This design comes from an exercise in tuning for small area on the open sky130 flow, not from production work.
RTL that was checked went through simulation tests only; none was proved equivalent to the original.

==> flow/design.v <==
`timescale 1ns/10ps
module CoefRing (
  input             iClk,
  input      [9:0]  iWe,
  input      [15:0] iWrDt,
  output     [15:0] oC
);
  reg [15:0] rMem [0:9];
  integer p;
  always @(posedge iClk) begin
    for (p = 0; p < 10; p = p + 1)
      rMem[p] <= iWe[p] ? iWrDt : rMem[(p + 1) % 10];
  end
  assign oC = rMem[0];
endmodule
`timescale 1ns/10ps
module DelayLine (
  input            iClk,
  input            iRsn,
  input            iShift,
  input      [2:0] iX,
  input      [3:0] iPh,
  output reg [2:0] oTap0,
  output reg [2:0] oTap1,
  output reg [2:0] oTap2,
  output reg [2:0] oTap3
);
  reg [2:0] rX [0:39];
  reg [5:0] rCnt;
  integer k;
  always @(posedge iClk) begin
    if (iShift) begin
      rX[0] <= iX;
      for (k = 1; k < 40; k = k + 1)
        rX[k] <= rX[k - 1];
    end
  end
  always @(posedge iClk) begin
    if (!iRsn)
      rCnt <= 6'd0;
    else if (iShift && rCnt != 6'd40)
      rCnt <= rCnt + 6'd1;
  end
  wire [3:0] wWn = (iPh == 4'd0) ? 4'd0 : 4'd10 - iPh;
  wire [3:0] wJ  = wWn + {3'd0, ~iShift};
  reg [2:0] rTap [0:3];
  integer b, j, vK;
  always @(*) begin
    for (b = 0; b < 4; b = b + 1) begin
      rTap[b] = 3'd0;
      for (j = 0; j < 11; j = j + 1) begin
        vK = 10 * b + j - 1;
        if (wJ == j) begin
          if (vK < 0)
            rTap[b] = iX;
          else if (vK < rCnt)
            rTap[b] = rX[vK];
        end
      end
    end
  end
  always @(posedge iClk) begin
    oTap0 <= rTap[0];
    oTap1 <= rTap[1];
    oTap2 <= rTap[2];
    oTap3 <= rTap[3];
  end
endmodule
`timescale 1ns/10ps
module FirLane (
  input             iClk,
  input             iClr,      
  input             iProc,     
  input             iLast,     
  input      [15:0] iC,
  input      [2:0]  iX,
  output reg [15:0] oAcc
);
  wire wXp3 = (iX == 3'b011);
  wire wXp2 = (iX == 3'b010);
  wire wXp1 = (iX == 3'b001);
  wire wXm1 = (iX == 3'b111);
  wire wXm2 = (iX == 3'b110);
  wire wXm3 = (iX == 3'b101);
  wire wXm4 = (iX == 3'b100);
  wire wP14 = ~iC[15] &  iC[14];                                       
  wire wN14 =  iC[15] & (~iC[14] | (iC[13:0] == 14'd0));               
  wire wP13 = ~iC[15] & (iC[14] | iC[13]);                             
  wire wN13 =  iC[15] & (~(iC[14] & iC[13]) | (iC[12:0] == 13'd0));    
  wire wG3  = ~iC[15] & (iC[14:0] >= 15'd10923);                       
  wire wL3  =  iC[15] & (~iC[14:0] >= 15'd10922);                      
  wire wM1  =  iC[15] & (iC[14:1] == 14'd0);                           
  wire wM0  =  wM1 & ~iC[0];                                           
  wire wX1  = ~iC[15] & (&iC[14:0]);                                   
  wire wOvP = (wXp2 & wP14) | (wXm2 & wN14) | (wXp3 & wG3) | (wXm3 & wL3) |
              (wXm4 & wN13) | (wXm1 & wM0);
  wire wOvN = (wXp1 & wM1) | (wXm1 & wX1) | (wXp2 & wN14) | (wXm2 & wP14) |
              (wXp3 & wL3) | (wXm3 & wG3) | (wXm4 & wP13);
  wire wOv  = wOvP | wOvN;
  wire wSel2 = ~wOv & iX[1];
  wire wSel4 = ~wOv & iX[2] & ~iX[1];
  wire wSelB = ~wOv & iX[0];
  wire wInvL = wOv ? wOvP : iX[2];     
  wire wInvH = wOv ? wOvN : iX[2];     
  wire wCin  = ~wOv & iX[2];
  wire [16:0] wC2 = {iC, 1'b0};
  wire [16:0] wC4 = {iC[14:0], 2'b00};
  wire [16:0] wC1 = {iC[15], iC};
  wire [16:0] wInv = {{2{wInvH}}, {15{wInvL}}};
  wire [16:0] wA = (({17{wSel2}} & wC2) | ({17{wSel4}} & wC4)) ^ wInv;
  wire [16:0] wB = {17{wSelB}} & wC1;
  wire [16:0] wAcc = {oAcc[15], oAcc};
  wire [16:0] wS1 = wAcc ^ wA ^ wB;
  wire [17:0] wC1s = {(wAcc & wA) | (wAcc & wB) | (wA & wB), wCin};
  wire [17:0] wCy;
  wire [16:0] wSum;
  assign wCy[0] = 1'b0;
  genvar i;
  generate
    for (i = 0; i < 17; i = i + 1) begin : gAdd
      assign wSum[i]  = wS1[i] ^ wC1s[i] ^ wCy[i];
      assign wCy[i+1] = (wS1[i] & wC1s[i]) | (wS1[i] & wCy[i]) | (wC1s[i] & wCy[i]);
    end
  endgenerate
  wire        wSat = iLast & (wSum[16] ^ wSum[15]);
  wire [15:0] wNext = wSat ? {wSum[16], {15{~wSum[16]}}} : wSum[15:0];
  always @(posedge iClk) begin
    if (iClr)
      oAcc <= 16'd0;
    else if (iProc)
      oAcc <= wNext;
  end
endmodule
`timescale 1ns/10ps
module FinalSum (
  input  [15:0] iA0,
  input  [15:0] iA1,
  input  [15:0] iA2,
  input  [15:0] iA3,
  output [15:0] oR
);
  wire [17:0] wA0 = {{2{iA0[15]}}, iA0};
  wire [17:0] wA1 = {{2{iA1[15]}}, iA1};
  wire [17:0] wA2 = {{2{iA2[15]}}, iA2};
  wire [17:0] wA3 = {{2{iA3[15]}}, iA3};
  wire [17:0] wS1 = wA0 ^ wA1 ^ wA2;
  wire [17:0] wC1 = {(wA0[16:0] & wA1[16:0]) | (wA0[16:0] & wA2[16:0]) | (wA1[16:0] & wA2[16:0]), 1'b0};
  wire [17:0] wS2 = wS1 ^ wC1 ^ wA3;
  wire [17:0] wC2 = {(wS1[16:0] & wC1[16:0]) | (wS1[16:0] & wA3[16:0]) | (wC1[16:0] & wA3[16:0]), 1'b0};
  wire [18:0] wCy;
  wire [17:0] wSum;
  assign wCy[0] = 1'b0;
  genvar i;
  generate
    for (i = 0; i < 18; i = i + 1) begin : gAdd
      assign wSum[i]  = wS2[i] ^ wC2[i] ^ wCy[i];
      assign wCy[i+1] = (wS2[i] & wC2[i]) | (wS2[i] & wCy[i]) | (wC2[i] & wCy[i]);
    end
  endgenerate
  wire wOv = (wSum[17] != wSum[16]) | (wSum[16] != wSum[15]);
  assign oR = wOv ? {wSum[17], {15{~wSum[17]}}} : wSum[15:0];
endmodule
`timescale 1ns/10ps
module Top_FirFilter_Flex (
    input  wire        iClk12M,
    input  wire        iRsn,
    input  wire        iEnSample600k,
    input  wire        iCoeffUpdateFlag,
    input  wire        iCsnRam,
    input  wire        iWrnRam,
    input  wire [5:0]  iAddrRam,
    input  wire [15:0] iWrDtRam,
    input  wire [2:0]  iFirIn,
    output reg  [15:0] oFirOut
);
  reg        rUpd;
  reg        rRun;
  wire       wSample  = iEnSample600k & ~iCoeffUpdateFlag;
  wire       wRunTick = wSample & (rUpd | rRun);
  always @(posedge iClk12M) begin
    if (!iRsn) begin
      rUpd <= 1'b0;
      rRun <= 1'b0;
    end else if (iEnSample600k) begin
      rUpd <= iCoeffUpdateFlag;
      rRun <= ~iCoeffUpdateFlag & (rUpd | rRun);
    end
  end
  reg  [3:0] rPh;
  always @(posedge iClk12M) begin
    if (!iRsn)
      rPh <= 4'd9;
    else
      rPh <= (rPh == 4'd0) ? 4'd9 : rPh - 4'd1;
  end
  wire [3:0] wWord  = iAddrRam[3:0];
  wire       wWrite = rUpd & ~iCsnRam & ~iWrnRam & (wWord <= 4'd9);
  wire [4:0] wPosS  = {1'b0, wWord} + {1'b0, rPh};
  wire [3:0] wPos   = (wPosS >= 5'd10) ? wPosS[3:0] - 4'd10 : wPosS[3:0];
  wire [15:0] wWrDt = iWrDtRam & {16{iRsn}};
  reg [9:0] rWe [0:3];
  integer b, p;
  always @(*) begin
    for (b = 0; b < 4; b = b + 1)
      for (p = 0; p < 10; p = p + 1)
        rWe[b][p] = ~iRsn | (wWrite & (iAddrRam[5:4] == b) & (wPos == p));
  end
  wire [15:0] wC0, wC1, wC2, wC3;
  CoefRing inst_Ring0 (.iClk(iClk12M), .iWe(rWe[0]), .iWrDt(wWrDt), .oC(wC0));
  CoefRing inst_Ring1 (.iClk(iClk12M), .iWe(rWe[1]), .iWrDt(wWrDt), .oC(wC1));
  CoefRing inst_Ring2 (.iClk(iClk12M), .iWe(rWe[2]), .iWrDt(wWrDt), .oC(wC2));
  CoefRing inst_Ring3 (.iClk(iClk12M), .iWe(rWe[3]), .iWrDt(wWrDt), .oC(wC3));
  wire [2:0] wX0, wX1, wX2, wX3;
  DelayLine inst_Delay (.iClk(iClk12M), .iRsn(iRsn), .iShift(wSample), .iX(iFirIn),
                        .iPh(rPh), .oTap0(wX0), .oTap1(wX1), .oTap2(wX2), .oTap3(wX3));
  reg  rBusy;    
  reg  rAct;     
  wire wStart = (rPh == 4'd9);
  wire wLast  = (rPh == 4'd0);
  wire wProc  = rBusy & (rAct | wStart);
  wire wClr   = ~iRsn | wRunTick;
  always @(posedge iClk12M) begin
    if (!iRsn) begin
      rBusy <= 1'b0;
      rAct  <= 1'b0;
    end else if (wRunTick) begin
      rBusy <= 1'b1;
      rAct  <= 1'b0;
    end else if (wProc) begin
      rBusy <= ~wLast;
      rAct  <= ~wLast;
    end
  end
  wire [15:0] wAcc0, wAcc1, wAcc2, wAcc3;
  FirLane inst_Lane0 (.iClk(iClk12M), .iClr(wClr), .iProc(wProc), .iLast(wLast),
                      .iC(wC0), .iX(wX0), .oAcc(wAcc0));
  FirLane inst_Lane1 (.iClk(iClk12M), .iClr(wClr), .iProc(wProc), .iLast(wLast),
                      .iC(wC1), .iX(wX1), .oAcc(wAcc1));
  FirLane inst_Lane2 (.iClk(iClk12M), .iClr(wClr), .iProc(wProc), .iLast(wLast),
                      .iC(wC2), .iX(wX2), .oAcc(wAcc2));
  FirLane inst_Lane3 (.iClk(iClk12M), .iClr(wClr), .iProc(wProc), .iLast(wLast),
                      .iC(wC3), .iX(wX3), .oAcc(wAcc3));
  wire [15:0] wR;
  FinalSum inst_Sum (.iA0(wAcc0), .iA1(wAcc1), .iA2(wAcc2), .iA3(wAcc3), .oR(wR));
  always @(posedge iClk12M) begin
    if (!iRsn)
      oFirOut <= 16'd0;
    else if (wSample)
      oFirOut <= wR;
  end
endmodule
Settings: LEC_CHECK=0, ABC_AREA=1, CAP_MARGIN=20, CORE_MARGIN=2, CORE_UTILIZATION=40, CTS_CLUSTER_DIAMETER=100, CTS_CLUSTER_SIZE=30, SLEW_MARGIN=20; clock period 10.0 ns.
run.sh (not shown) runs the stock make flow with config.mk's settings and CLKGATE_MAP_FILE= SYNTH_SCRIPT=/design/flow/synth_recipe.tcl, a recipe that flattens the netlist after the stock synthesis.
Change:
--- a/flow/design.v
+++ b/flow/design.v
@@ -25,9 +25,10 @@
   output reg [2:0] oTap2,
   output reg [2:0] oTap3
 );
   reg [2:0] rX [0:39];
-  reg [5:0] rCnt;
+  reg [2:0] rQ;     
+  reg [3:0] rR;     
   integer k;
   always @(posedge iClk) begin
     if (iShift) begin
       rX[0] <= iX;
@@ -35,29 +36,42 @@
         rX[k] <= rX[k - 1];
     end
   end
   always @(posedge iClk) begin
-    if (!iRsn)
-      rCnt <= 6'd0;
-    else if (iShift && rCnt != 6'd40)
-      rCnt <= rCnt + 6'd1;
+    if (!iRsn) begin
+      rQ <= 3'd0;
+      rR <= 4'd0;
+    end else if (iShift && rQ != 3'd4) begin
+      if (rR == 4'd9) begin
+        rQ <= rQ + 3'd1;
+        rR <= 4'd0;
+      end else
+        rR <= rR + 4'd1;
+    end
   end
   wire [3:0] wWn = (iPh == 4'd0) ? 4'd0 : 4'd10 - iPh;
   wire [3:0] wJ  = wWn + {3'd0, ~iShift};
+  reg [10:0] rOh;
+  integer j;
+  always @(*) begin
+    for (j = 0; j < 11; j = j + 1)
+      rOh[j] = (wJ == j);
+  end
+  wire wLt = (wJ <= rR);
   reg [2:0] rTap [0:3];
-  integer b, j, vK;
+  reg       rVal;
+  integer b;
   always @(*) begin
     for (b = 0; b < 4; b = b + 1) begin
-      rTap[b] = 3'd0;
-      for (j = 0; j < 11; j = j + 1) begin
-        vK = 10 * b + j - 1;
-        if (wJ == j) begin
-          if (vK < 0)
-            rTap[b] = iX;
-          else if (vK < rCnt)
-            rTap[b] = rX[vK];
-        end
-      end
+      rTap[b] = (b == 0) ? (iX & {3{rOh[0]}}) : (rX[10 * b - 1] & {3{rOh[0]}});
+      for (j = 1; j < 11; j = j + 1)
+        rTap[b] = rTap[b] | (rX[10 * b + j - 1] & {3{rOh[j]}});
+      if (rOh[0])
+        rVal = (b == 0) || (b <= rQ);
+      else
+        rVal = (b < rQ) || ((b == rQ) && wLt);
+      if (!rVal)
+        rTap[b] = 3'd0;
     end
   end
   always @(posedge iClk) begin
     oTap0 <= rTap[0];
Worst setup slack improves by 41 ps; wire length came out lower by 4.2%; final cell count came out lower by 1.4%; via count came out lower by 3.4%; synthesized cell count came out lower by 4.9%; critical path depth came out higher by 5.
Function not checked in the first run of this note: the RTL went through the layout flow alone.

==> static timing again, ports no longer ideal <==
In the flow no input, the clock included, has a driving cell. The finished layouts below were timed again as built, in two steps.
Step 1 (the two cells are an assumption about what drives the block):
set clk [get_ports {iClk12M}]
set_driving_cell -lib_cell sky130_fd_sc_hd__clkbuf_16 $clk
set_driving_cell -lib_cell sky130_fd_sc_hd__buf_2 [delete_from_list [all_inputs] $clk]
Step 2 also shifts input and output timing later by t, the mid clock arrival at the registers, as if the neighbouring blocks saw the same clock.
a / b / c = ideal / step 1 / step 2; a / b = the first two.
run | shift t [ns] | setup slack, ns | cell pins on the clock port's net
the first run | 0.683 | 0.414 / 0.414 / 0.414 | 1
the second run | 0.666 | 0.455 / 0.455 / 0.455 | 1
After both steps every run listed still meets setup and hold.
